This is an optimization exercise on Yosys and OpenROAD, whose aim is a short achievable clock period and few clock cycles, not a production implementation. Power is estimated from default activity; no workload was simulated.

==> run a: inputs <==
==> flow/design.v <==
module ks_add #(parameter N = 32) (
    input  [N-1:0] a, b,
    input          ci,
    output [N-1:0] s,
    output         co
);
    localparam L = $clog2(N);
    reg [N-1:0] g [0:L];
    reg [N-1:0] p [0:L];
    integer k, i;
    always @* begin
        g[0] = a & b;
        p[0] = a ^ b;
        g[0][0] = (a[0] & b[0]) | ((a[0] ^ b[0]) & ci);
        for (k = 0; k < L; k = k + 1)
            for (i = 0; i < N; i = i + 1)
                if (i >= (1 << k)) begin
                    g[k+1][i] = g[k][i] | (p[k][i] & g[k][i-(1<<k)]);
                    p[k+1][i] = p[k][i] & p[k][i-(1<<k)];
                end else begin
                    g[k+1][i] = g[k][i];
                    p[k+1][i] = p[k][i];
                end
    end
    assign s  = p[0] ^ {g[L][N-2:0], ci};
    assign co = g[L][N-1];
endmodule
module alu(
    input [31:0] a, b,
    input [4:0] sh,
    input s_add, s_sub, s_and, s_or, s_xor, s_nand, s_sll, s_srl, s_ones, s_const,
    input [31:0] cval,
    output [31:0] y,
    output lt
);
    wire [31:0] sum, diff;
    wire co_sum, co_diff;
    ks_add #(32) add_u(.a(a), .b(b),  .ci(1'b0), .s(sum),  .co(co_sum));
    ks_add #(32) sub_u(.a(a), .b(~b), .ci(1'b1), .s(diff), .co(co_diff));
    wire [31:0] shl  = a << sh;
    wire [31:0] shr  = a >> sh;
    assign lt = !co_diff;
    assign y = ({32{s_add}}  & sum)
             | ({32{s_sub}}  & diff)
             | ({32{s_and}}  & (a & b))
             | ({32{s_or}}   & (a | b))
             | ({32{s_xor}}  & (a ^ b))
             | ({32{s_nand}} & ~(a & b))
             | ({32{s_sll}}  & shl)
             | ({32{s_srl}}  & shr)
             | ({32{s_ones}})
             | ({32{s_const}} & cval);
endmodule
module reg_file(
    input clk,
    input [4:0] ra1, ra2, wa,
    input we,
    input [31:0] wd,
    output [31:0] rr1, rr2
);
    reg [31:0] rf [1:31];
    assign rr1 = (ra1 == 5'd0) ? 32'h00000000 : rf[ra1];
    assign rr2 = (ra2 == 5'd0) ? 32'h00000000 : rf[ra2];
    always @(posedge clk)
        if (we && wa != 5'd0) rf[wa] <= wd;
endmodule
module computer(
    input clk, rstd,
    output [7:0]  imem_addr,
    input  [31:0] imem_data,
    output [7:0]  dmem_addr,
    output [31:0] dmem_wdata,
    output [3:0]  dmem_we,
    input  [31:0] dmem_rdata
);
    reg  [7:0]  fa;           
    reg  [7:0]  fa_o;         
    reg  [7:0]  ras;          
    reg  [63:0] bht;          
    reg         boot;         
    reg  [31:0] r_a, r_btgt, r_pcp1;    
    reg         r_jr, r_cond;
    reg         d_valid;
    reg  [31:0] d_ins, d_pc;
    reg  [1:0]  d_pk;         
    reg         e_valid, e_rw;
    reg  [4:0]  e_rd;
    reg  [31:0] e_a, e_b, e_imm, e_pcp1, e_btgt, e_pnext, e_cval;
    reg  [4:0]  e_sh;
    reg         e_s_add, e_s_sub, e_s_and, e_s_or, e_s_xor, e_s_nand, e_s_sll, e_s_srl, e_s_ones, e_s_const;
    reg         e_load, e_cbr, e_jr, e_jal;
    reg         e_c_eq, e_c_ne, e_c_lt, e_c_le;    
    reg  [1:0]  e_ltype;      
    reg  [3:0]  e_swe;
    reg         e_mis_t, e_mis_nt;
    reg         e_st;         
    reg  [7:0]  e_pc8;
    reg         u_we, u_flip;    
    reg  [5:0]  u_idx;
    reg         m_rw, m_load;
    reg  [4:0]  m_rd;
    reg  [31:0] m_res, m_sdata;
    reg  [7:0]  m_daddr;
    reg  [3:0]  m_swe;
    reg  [1:0]  m_ltype;
    reg         w_rw;
    reg  [4:0]  w_rd;
    reg  [31:0] w_val;
    wire        stall;        
    wire [5:0]  fop    = imem_data[31:26];
    wire        f_j    = (fop == 6'd40) || (fop == 6'd41);
    wire        f_jr   = (fop == 6'd42);
    wire        f_cbr  = (fop[5:2] == 4'b1000);
    wire        f_st   = (fop[1:0] == 2'b01) || imem_data[15];    
    wire        f_flip = bht[fa[5:0]];
    wire [7:0]  fa1    = fa + 8'd1;
    wire [7:0]  f_btgt;
    wire        f_btco;
    ks_add #(8) fadd(.a(fa1), .b(imem_data[7:0]), .ci(1'b0), .s(f_btgt), .co(f_btco));
    wire        f_take = f_cbr && (f_st ^ f_flip);
    wire        f_seq  = !f_take && !f_j && !f_jr;
    wire [1:0]  f_pk   = f_take ? 2'd1 : f_j ? 2'd2 : f_jr ? 2'd3 : 2'd0;
    wire [7:0]  f_ns   = ({8{!stall && f_take}} & f_btgt)
                       | ({8{!stall && f_j}}    & imem_data[7:0])
                       | ({8{!stall && f_jr}}   & ras)
                       | ({8{!stall && f_seq}}  & fa1)
                       | ({8{stall}}            & fa);
    assign imem_addr = fa_o;
    wire        p_rtype = (fop == 6'd0);
    wire        p_iimm  = (fop == 6'd1) || (fop == 6'd4) || (fop == 6'd5) || (fop == 6'd6);
    wire        p_lui   = (fop == 6'd3);
    wire        p_ld    = (fop == 6'd16) || (fop == 6'd18) || (fop == 6'd20);
    wire        p_st    = (fop == 6'd24) || (fop == 6'd26) || (fop == 6'd28);
    wire        p_jal   = (fop == 6'd41);
    wire [4:0]  p_wa    = p_rtype ? imem_data[15:11] : (p_iimm || p_lui || p_ld) ? imem_data[20:16] : p_jal ? 5'd31 : 5'd0;
    reg         d_rtype, d_iimm, d_lui, d_ld, d_st, d_cbr, d_jal, d_jr, d_rwr, d_use_rs, d_use_rt;
    reg  [4:0]  d_wa;
    wire [5:0]  dop  = d_ins[31:26];
    wire [4:0]  d_rs = d_ins[25:21];
    wire [4:0]  d_rt = d_ins[20:16];
    wire [4:0]  d_rdf = d_ins[15:11];
    wire [4:0]  d_fn = d_ins[4:0];
    wire [31:0] d_imm = {{16{d_ins[15]}}, d_ins[15:0]};
    wire d_addi  = (dop == 6'd1);
    wire d_andi  = (dop == 6'd4);
    wire d_ori   = (dop == 6'd5);
    wire d_xori  = (dop == 6'd6);
    wire [31:0] rf_a, rf_b;
    reg_file rf_body(.clk(clk), .ra1(d_rs), .ra2(d_rt), .wa(w_rd), .we(w_rw), .wd(w_val), .rr1(rf_a), .rr2(rf_b));
    wire [31:0] e_res, m_val;
    wire d_fa_e = e_valid && e_rw && e_rd == d_rs;
    wire d_fa_m = m_rw && m_rd == d_rs;
    wire d_fa_w = w_rw && w_rd == d_rs;
    wire d_fb_e = e_valid && e_rw && e_rd == d_rt;
    wire d_fb_m = m_rw && m_rd == d_rt;
    wire d_fb_w = w_rw && w_rd == d_rt;
    wire [31:0] d_a0 = d_fa_m ? m_val : d_fa_w ? w_val : rf_a;
    wire [31:0] d_b0 = d_fb_m ? m_val : d_fb_w ? w_val : rf_b;
    wire [31:0] d_a  = d_fa_e ? e_res : d_a0;
    wire [31:0] d_b  = d_iimm ? d_imm : d_fb_e ? e_res : d_b0;
    wire [31:0] d_pcp1 = d_pc + 32'd1;
    wire [31:0] d_btgt;
    wire        d_btco;
    ks_add #(32) badd(.a(d_pc), .b(d_imm), .ci(1'b1), .s(d_btgt), .co(d_btco));
    wire [23:0] d_up   = (d_pk == 2'd1) ? d_btgt[31:8]
                       : (d_pk == 2'd2) ? {6'b0, d_ins[25:8]}
                       : (d_pk == 2'd3) ? d_pc[31:8]
                       : d_pcp1[31:8];
    wire [31:0] d_pnext = {d_up, fa};
    assign stall = d_valid && e_valid && e_load && e_rw &&
                 ((d_use_rs && d_rs == e_rd) || (d_use_rt && d_rt == e_rd));
    wire [4:0] d_opr = d_rtype ? d_fn : d_addi ? 5'd0 : d_andi ? 5'd8 : d_ori ? 5'd9 : d_xori ? 5'd10 : 5'h1f;
    wire d_alu = d_rtype || d_iimm;
    wire [31:0] ea = e_a;
    wire [31:0] eb = e_b;
    wire        e_lt;
    alu alu_body(.a(ea), .b(eb), .sh(e_sh),
                 .s_add(e_s_add), .s_sub(e_s_sub), .s_and(e_s_and), .s_or(e_s_or), .s_xor(e_s_xor),
                 .s_nand(e_s_nand), .s_sll(e_s_sll), .s_srl(e_s_srl), .s_ones(e_s_ones), .s_const(e_s_const),
                 .cval(e_cval), .y(e_res), .lt(e_lt));
    wire [9:0]  e_maddr;
    wire        e_maco;
    ks_add #(10) madd(.a(ea[9:0]), .b(e_imm[9:0]), .ci(1'b0), .s(e_maddr), .co(e_maco));
    wire e_eq = (ea == eb);
    wire e_cond = (e_c_eq && e_eq) || (e_c_ne && !e_eq) || (e_c_lt && e_lt) || (e_c_le && (e_lt || e_eq));
    wire e_r1 = e_valid && e_cbr && e_mis_t;     
    wire e_r0 = e_valid && e_cbr && e_mis_nt;    
    wire e_rj = e_valid && e_jr && (ea != e_pnext);
    wire redirect = e_rj || (e_cond ? e_r1 : e_r0);
    wire [7:0] e_tgt = e_rj ? ea[7:0] : e_cond ? e_btgt[7:0] : e_pcp1[7:0];
    wire [7:0] fa_n  = redirect ? e_tgt : f_ns;
    wire [31:0] fpc = boot ? 32'd0 : r_jr ? r_a : r_cond ? r_btgt : r_pcp1;
    assign dmem_addr  = m_daddr;
    assign dmem_wdata = m_sdata;
    assign dmem_we    = m_swe;
    wire [31:0] m_ld = (m_ltype == 2'd0) ? dmem_rdata
                     : (m_ltype == 2'd1) ? {{16{dmem_rdata[15]}}, dmem_rdata[15:0]}
                     : {{24{dmem_rdata[7]}}, dmem_rdata[7:0]};
    assign m_val = m_load ? m_ld : m_res;
    always @(posedge clk or negedge rstd) begin
        if (!rstd) begin
            fa <= 8'd0;
            boot <= 1'b1;
            ras <= 8'd0;
            bht <= 64'd0;
            u_we <= 1'b0;
            d_valid <= 1'b0;
            e_valid <= 1'b0;
            m_rw <= 1'b0;
            w_rw <= 1'b0;
        end else begin
            boot <= 1'b0;
            fa <= fa_n;
            if (e_valid && e_jal) ras <= e_pcp1[7:0];
            u_we <= e_valid && e_cbr;
            if (u_we) bht[u_idx] <= u_flip;
            if (redirect) d_valid <= 1'b0;
            else if (!stall) d_valid <= 1'b1;
            e_valid <= d_valid && !redirect && !stall;
            m_rw <= e_valid && e_rw;
            w_rw <= m_rw;
        end
    end
    always @(posedge clk) begin
        fa_o <= rstd ? fa_n : 8'd0;
        m_swe <= (rstd && e_valid) ? e_swe : 4'd0;
    end
    always @(posedge clk) begin
        if (!stall) begin
            d_ins <= imem_data;
            d_rtype <= p_rtype;
            d_iimm <= p_iimm;
            d_lui <= p_lui;
            d_ld <= p_ld;
            d_st <= p_st;
            d_cbr <= f_cbr;
            d_jal <= p_jal;
            d_jr <= f_jr;
            d_wa <= p_wa;
            d_rwr <= (p_wa != 5'd0);
            d_use_rs <= p_rtype || p_iimm || p_ld || p_st || f_cbr || f_jr;
            d_use_rt <= p_rtype || p_st || f_cbr;
            d_pc <= d_valid ? d_pnext : fpc;
            d_pk <= f_pk;
        end
        e_rd <= d_wa;
        e_rw <= d_rwr;
        e_swe <= (dop == 6'd24) ? 4'b1111 : (dop == 6'd26) ? 4'b0011 : (dop == 6'd28) ? 4'b0001 : 4'b0000;
        e_a <= d_a;
        e_b <= d_b;
        e_imm <= d_imm;
        e_sh <= d_ins[10:6];
        e_pcp1 <= d_pcp1;
        e_btgt <= d_btgt;
        e_pnext <= d_pnext;
        e_mis_t <= (d_pk != 2'd1) && (d_ins[15:0] != 16'h0000);
        e_mis_nt <= (d_pk == 2'd1) && (d_ins[15:0] != 16'h0000);
        e_cval <= d_jal ? d_pcp1 : {d_ins[15:0], 16'h0000};
        e_s_add  <= d_alu && d_opr == 5'd0;
        e_s_sub  <= d_alu && d_opr == 5'd1;
        e_s_and  <= d_alu && d_opr == 5'd8;
        e_s_or   <= d_alu && d_opr == 5'd9;
        e_s_xor  <= d_alu && d_opr == 5'd10;
        e_s_nand <= d_alu && d_opr == 5'd11;
        e_s_sll  <= d_alu && d_opr == 5'd16;
        e_s_srl  <= d_alu && (d_opr == 5'd17 || d_opr == 5'd18);
        e_s_ones <= d_alu && !(d_opr == 5'd0 || d_opr == 5'd1 || d_opr == 5'd8 || d_opr == 5'd9 || d_opr == 5'd10 ||
                               d_opr == 5'd11 || d_opr == 5'd16 || d_opr == 5'd17 || d_opr == 5'd18);
        e_s_const <= d_lui || d_jal;
        e_load <= d_ld;
        e_st <= (dop[1:0] == 2'b01) || d_ins[15];
        e_pc8 <= d_pc[7:0];
        e_cbr <= d_cbr;
        e_jr <= d_jr;
        e_jal <= d_jal;
        e_c_eq <= (dop[1:0] == 2'd0);
        e_c_ne <= (dop[1:0] == 2'd1);
        e_c_lt <= (dop[1:0] == 2'd2);
        e_c_le <= (dop[1:0] == 2'd3);
        e_ltype <= (dop == 6'd16) ? 2'd0 : (dop == 6'd18) ? 2'd1 : 2'd2;
        r_a <= ea;
        r_btgt <= e_btgt;
        r_pcp1 <= e_pcp1;
        r_jr <= e_jr;
        r_cond <= e_cond;
        u_idx <= e_pc8[5:0];
        u_flip <= e_cond ^ e_st;
        m_rd <= e_rd;
        m_res <= e_res;
        m_load <= e_load;
        m_ltype <= e_ltype;
        m_daddr <= e_maddr[9:2];
        m_sdata <= eb;
        w_rd <= m_rd;
        w_val <= m_val;
    end
endmodule
==> flow/flow/run.sh <==
#!/bin/bash
set -euo pipefail
MARGIN=${MARGIN:-7}
bash standard.sh SETUP_SLACK_MARGIN=$MARGIN finish > orfs_flow.log 2>&1
==> flow/standard.sh <==
#!/bin/bash
# synth_recipe.tcl (not shown) runs the flow's synth.tcl, then flattens the netlist and writes it again
# the make line also repeats each setting of config.mk as NAME=value (left out here)
make -C /OpenROAD-flow-scripts/flow DESIGN_CONFIG=/design/flow/config.mk WORK_HOME=/design/flow/orfs CLKGATE_MAP_FILE= SYNTH_SCRIPT=/design/flow/synth_recipe.tcl "${@:-finish}"
==> flow/config.mk <==
export PLATFORM = sky130hd
export DESIGN_NAME = computer
export DESIGN_NICKNAME = computer
export VERILOG_FILES = /design/flow/design.v
export SDC_FILE = /design/flow/constraint.sdc
export NUM_CORES = 4
export LEC_CHECK = 0
export ABC_CLOCK_PERIOD_IN_PS = 2500
export CAP_MARGIN = 20
export CORE_MARGIN = 2
export CORE_UTILIZATION = 40
export SLEW_MARGIN = 20
==> flow/constraint.sdc <==
create_clock -name core_clock -period 10.0 [get_ports {clk}]
set_input_delay 2.0000 -clock core_clock [delete_from_list [all_inputs] [get_ports {clk}]]
set_output_delay 2.0000 -clock core_clock [all_outputs]
set_load 0.01 [all_outputs]
==> run b: changes against run a <==
--- a/flow/design.v
+++ b/flow/design.v
@@ -79,11 +79,11 @@
     reg  [63:0] bht;          
-    reg         boot;         
-    reg  [31:0] r_a, r_btgt, r_pcp1;    
-    reg         r_jr, r_cond;
+    reg  [23:0] pc_hi;        
+    reg         r_redir;      
+    reg  [23:0] r_thi;
     reg         d_valid;
-    reg  [31:0] d_ins, d_pc;
-    reg  [1:0]  d_pk;         
+    reg  [31:0] d_ins;
+    reg  [7:0]  d_pc8;        
     reg         e_valid, e_rw;
     reg  [4:0]  e_rd;
-    reg  [31:0] e_a, e_b, e_imm, e_pcp1, e_btgt, e_pnext, e_cval;
+    reg  [31:0] e_a, e_b, e_imm, e_pcp1, e_btgt, e_pnext, e_cval, e_jtgt;
     reg  [4:0]  e_sh;
@@ -94,3 +94,4 @@
     reg  [3:0]  e_swe;
-    reg         e_mis_t, e_mis_nt;
+    reg         e_mis_t, e_mis_nt, e_mis_j;
+    reg         e_j, e_oth;
     reg         e_st;         
@@ -121,3 +122,2 @@
     wire        f_seq  = !f_take && !f_j && !f_jr;
-    wire [1:0]  f_pk   = f_take ? 2'd1 : f_j ? 2'd2 : f_jr ? 2'd3 : 2'd0;
     wire [7:0]  f_ns   = ({8{!stall && f_take}} & f_btgt)
@@ -135,3 +135,3 @@
     wire [4:0]  p_wa    = p_rtype ? imem_data[15:11] : (p_iimm || p_lui || p_ld) ? imem_data[20:16] : p_jal ? 5'd31 : 5'd0;
-    reg         d_rtype, d_iimm, d_lui, d_ld, d_st, d_cbr, d_jal, d_jr, d_rwr, d_use_rs, d_use_rt;
+    reg         d_rtype, d_iimm, d_lui, d_ld, d_st, d_cbr, d_jal, d_jr, d_j, d_rwr, d_use_rs, d_use_rt;
     reg  [4:0]  d_wa;
@@ -160,2 +160,3 @@
     wire [31:0] d_b  = d_iimm ? d_imm : d_fb_e ? e_res : d_b0;
+    wire [31:0] d_pc   = {pc_hi, d_pc8};
     wire [31:0] d_pcp1 = d_pc + 32'd1;
@@ -164,7 +165,11 @@
     ks_add #(32) badd(.a(d_pc), .b(d_imm), .ci(1'b1), .s(d_btgt), .co(d_btco));
-    wire [23:0] d_up   = (d_pk == 2'd1) ? d_btgt[31:8]
-                       : (d_pk == 2'd2) ? {6'b0, d_ins[25:8]}
-                       : (d_pk == 2'd3) ? d_pc[31:8]
-                       : d_pcp1[31:8];
-    wire [31:0] d_pnext = {d_up, fa};
+    wire [31:0] d_pnext = {pc_hi, fa};
+    wire [7:0]  d_lo1 = d_pc8 + 8'd1;
+    wire [7:0]  d_bt8;
+    wire        d_c8;
+    ks_add #(8) badd8(.a(d_pc8), .b(d_ins[7:0]), .ci(1'b1), .s(d_bt8), .co(d_c8));
+    wire d_mis_nt = (d_lo1 != fa) || (d_pc8 == 8'hff);
+    wire d_bthi_same = (d_ins[15:8] == 8'h00 && !d_c8) || (d_ins[15:8] == 8'hff && d_c8);
+    wire d_mis_t  = (d_bt8 != fa) || !d_bthi_same;
+    wire d_mis_j  = ({6'b0, d_ins[25:8]} != pc_hi);
     assign stall = d_valid && e_valid && e_load && e_rw &&
@@ -187,7 +192,8 @@
     wire e_r0 = e_valid && e_cbr && e_mis_nt;    
+    wire e_ro = e_valid && e_oth && e_mis_nt;    
+    wire e_rjj = e_valid && e_j && e_mis_j;      
     wire e_rj = e_valid && e_jr && (ea != e_pnext);
-    wire redirect = e_rj || (e_cond ? e_r1 : e_r0);
-    wire [7:0] e_tgt = e_rj ? ea[7:0] : e_cond ? e_btgt[7:0] : e_pcp1[7:0];
-    wire [7:0] fa_n  = redirect ? e_tgt : f_ns;
-    wire [31:0] fpc = boot ? 32'd0 : r_jr ? r_a : r_cond ? r_btgt : r_pcp1;
+    wire redirect = e_rj || e_rjj || e_ro || (e_cond ? e_r1 : e_r0);
+    wire [31:0] e_tgt = e_rj ? ea : e_rjj ? e_jtgt : (e_cbr && e_cond) ? e_btgt : e_pcp1;
+    wire [7:0]  fa_n  = redirect ? e_tgt[7:0] : f_ns;
     assign dmem_addr  = m_daddr;
@@ -202,3 +208,4 @@
             fa <= 8'd0;
-            boot <= 1'b1;
+            pc_hi <= 24'd0;
+            r_redir <= 1'b0;
             ras <= 8'd0;
@@ -211,3 +218,4 @@
         end else begin
-            boot <= 1'b0;
+            r_redir <= redirect;
+            if (r_redir) pc_hi <= r_thi;
             fa <= fa_n;
@@ -242,4 +250,4 @@
             d_use_rt <= p_rtype || p_st || f_cbr;
-            d_pc <= d_valid ? d_pnext : fpc;
-            d_pk <= f_pk;
+            d_pc8 <= fa;
+            d_j <= f_j;
         end
@@ -255,4 +263,8 @@
         e_pnext <= d_pnext;
-        e_mis_t <= (d_pk != 2'd1) && (d_ins[15:0] != 16'h0000);
-        e_mis_nt <= (d_pk == 2'd1) && (d_ins[15:0] != 16'h0000);
+        e_mis_t <= d_mis_t;
+        e_mis_nt <= d_mis_nt;
+        e_mis_j <= d_mis_j;
+        e_jtgt <= {6'b0, d_ins[25:0]};
+        e_j <= d_j;
+        e_oth <= !(d_cbr || d_j || d_jr);
         e_cval <= d_jal ? d_pcp1 : {d_ins[15:0], 16'h0000};
@@ -271,3 +283,3 @@
         e_st <= (dop[1:0] == 2'b01) || d_ins[15];
-        e_pc8 <= d_pc[7:0];
+        e_pc8 <= d_pc8;
         e_cbr <= d_cbr;
@@ -280,7 +292,3 @@
         e_ltype <= (dop == 6'd16) ? 2'd0 : (dop == 6'd18) ? 2'd1 : 2'd2;
-        r_a <= ea;
-        r_btgt <= e_btgt;
-        r_pcp1 <= e_pcp1;
-        r_jr <= e_jr;
-        r_cond <= e_cond;
+        r_thi <= e_tgt[31:8];
         u_idx <= e_pc8[5:0];
CORE_UTILIZATION = 55   (was 40)
CTS_CLUSTER_DIAMETER = 80   (was default)
CTS_CLUSTER_SIZE = 30   (was default)
==> comparison table <==
|  | run a | run b |
|---|---|---|
| Fraction of layout instances using a drive strength above 1 | 32.9% | 35.2% |
| Flip-flop and latch count | 1643 | 1586 |
| Via count of the first global-routing pass | 55500 | 54400 |
| Tap Cells | 2656 | 1890 |
| Critical R2R Capture | fa[7] | fa_o[5] |
| Nets@finish | 6400 | 6202 |
| Met3 routed WL | 27600 um | 29700 um |
| Post-DR wirelength/cell | 33.5 um | 36.6 um |
| Run status | timing/DRC/antenna clean | timing/DRC/antenna clean |
| Clock group power | 6.60 mW | 4.08 mW |
| Portion of netlist area occupied by mux cells | 21.9% | 22.1% |
| Global-route wire length before repair | 418000 um | 405000 um |
| Die Footprint | 204000 um^2 | 146000 um^2 |
| Worst Reg2Reg Path Length in Cells | 14 | 10 |
| Sequential power share | 42.8% | 46.9% |
| Critical R2R Launch | e_b[13] | e_a[8] |
| Int Pwr | 14.4 mW | 11.8 mW |
| Mapped Cells | 5837 | 5714 |
| Antenna violations before repair | 11 | 15 |
| Launching element of the worst setup path | e_b[13] | e_a[8] |
| Async set-or-reset flop fraction in the synthesized netlist | 5.23% | 6.94% |
| Site row count | 164 | 138 |
| Sequential cell area fraction in the yosys report | 54.9% | 54.3% |
| TritonCTS buffer count | 174 | 80 |
| Share of cell area taken by multi-input logic gates | 37.5% | 40.3% |
| #FFs+latches synth | 1643 | 1586 |
No run of this note included a check of the RTL's function; only the layout flow was run.

[re-timing with driven ports]
How much do the figures lean on ideal ports? The routed layouts below were timed once more, with nothing changed but the port constraints. Step 1, drivers: a clkbuf_16 drives clk and a buf_2 each remaining input, both assumed. Step 2 moves the port delays by t, midway between the first and last clock arrival at a register: inputs arrive t later, outputs are due t later. That takes back most of the time a late clock gives input paths. Slacks: ideal ports / drivers / drivers and shift; pairs: ideal ports / drivers.
| run | t, ns | slack for setup (ns) | latest minus earliest clock arrival (ns) |
|---|---|---|---|
| run a | 0.939 | 6.342 / 6.342 / 5.572 | 0.049 / 0.048 |
| run b | 0.805 | 6.380 / 6.380 / 5.839 | 0.066 / 0.067 |
After both steps every run listed still meets setup and hold. The setup slack of run a, which loses most, moves by 0.000 ns with the drivers and by -0.770 ns with both steps.
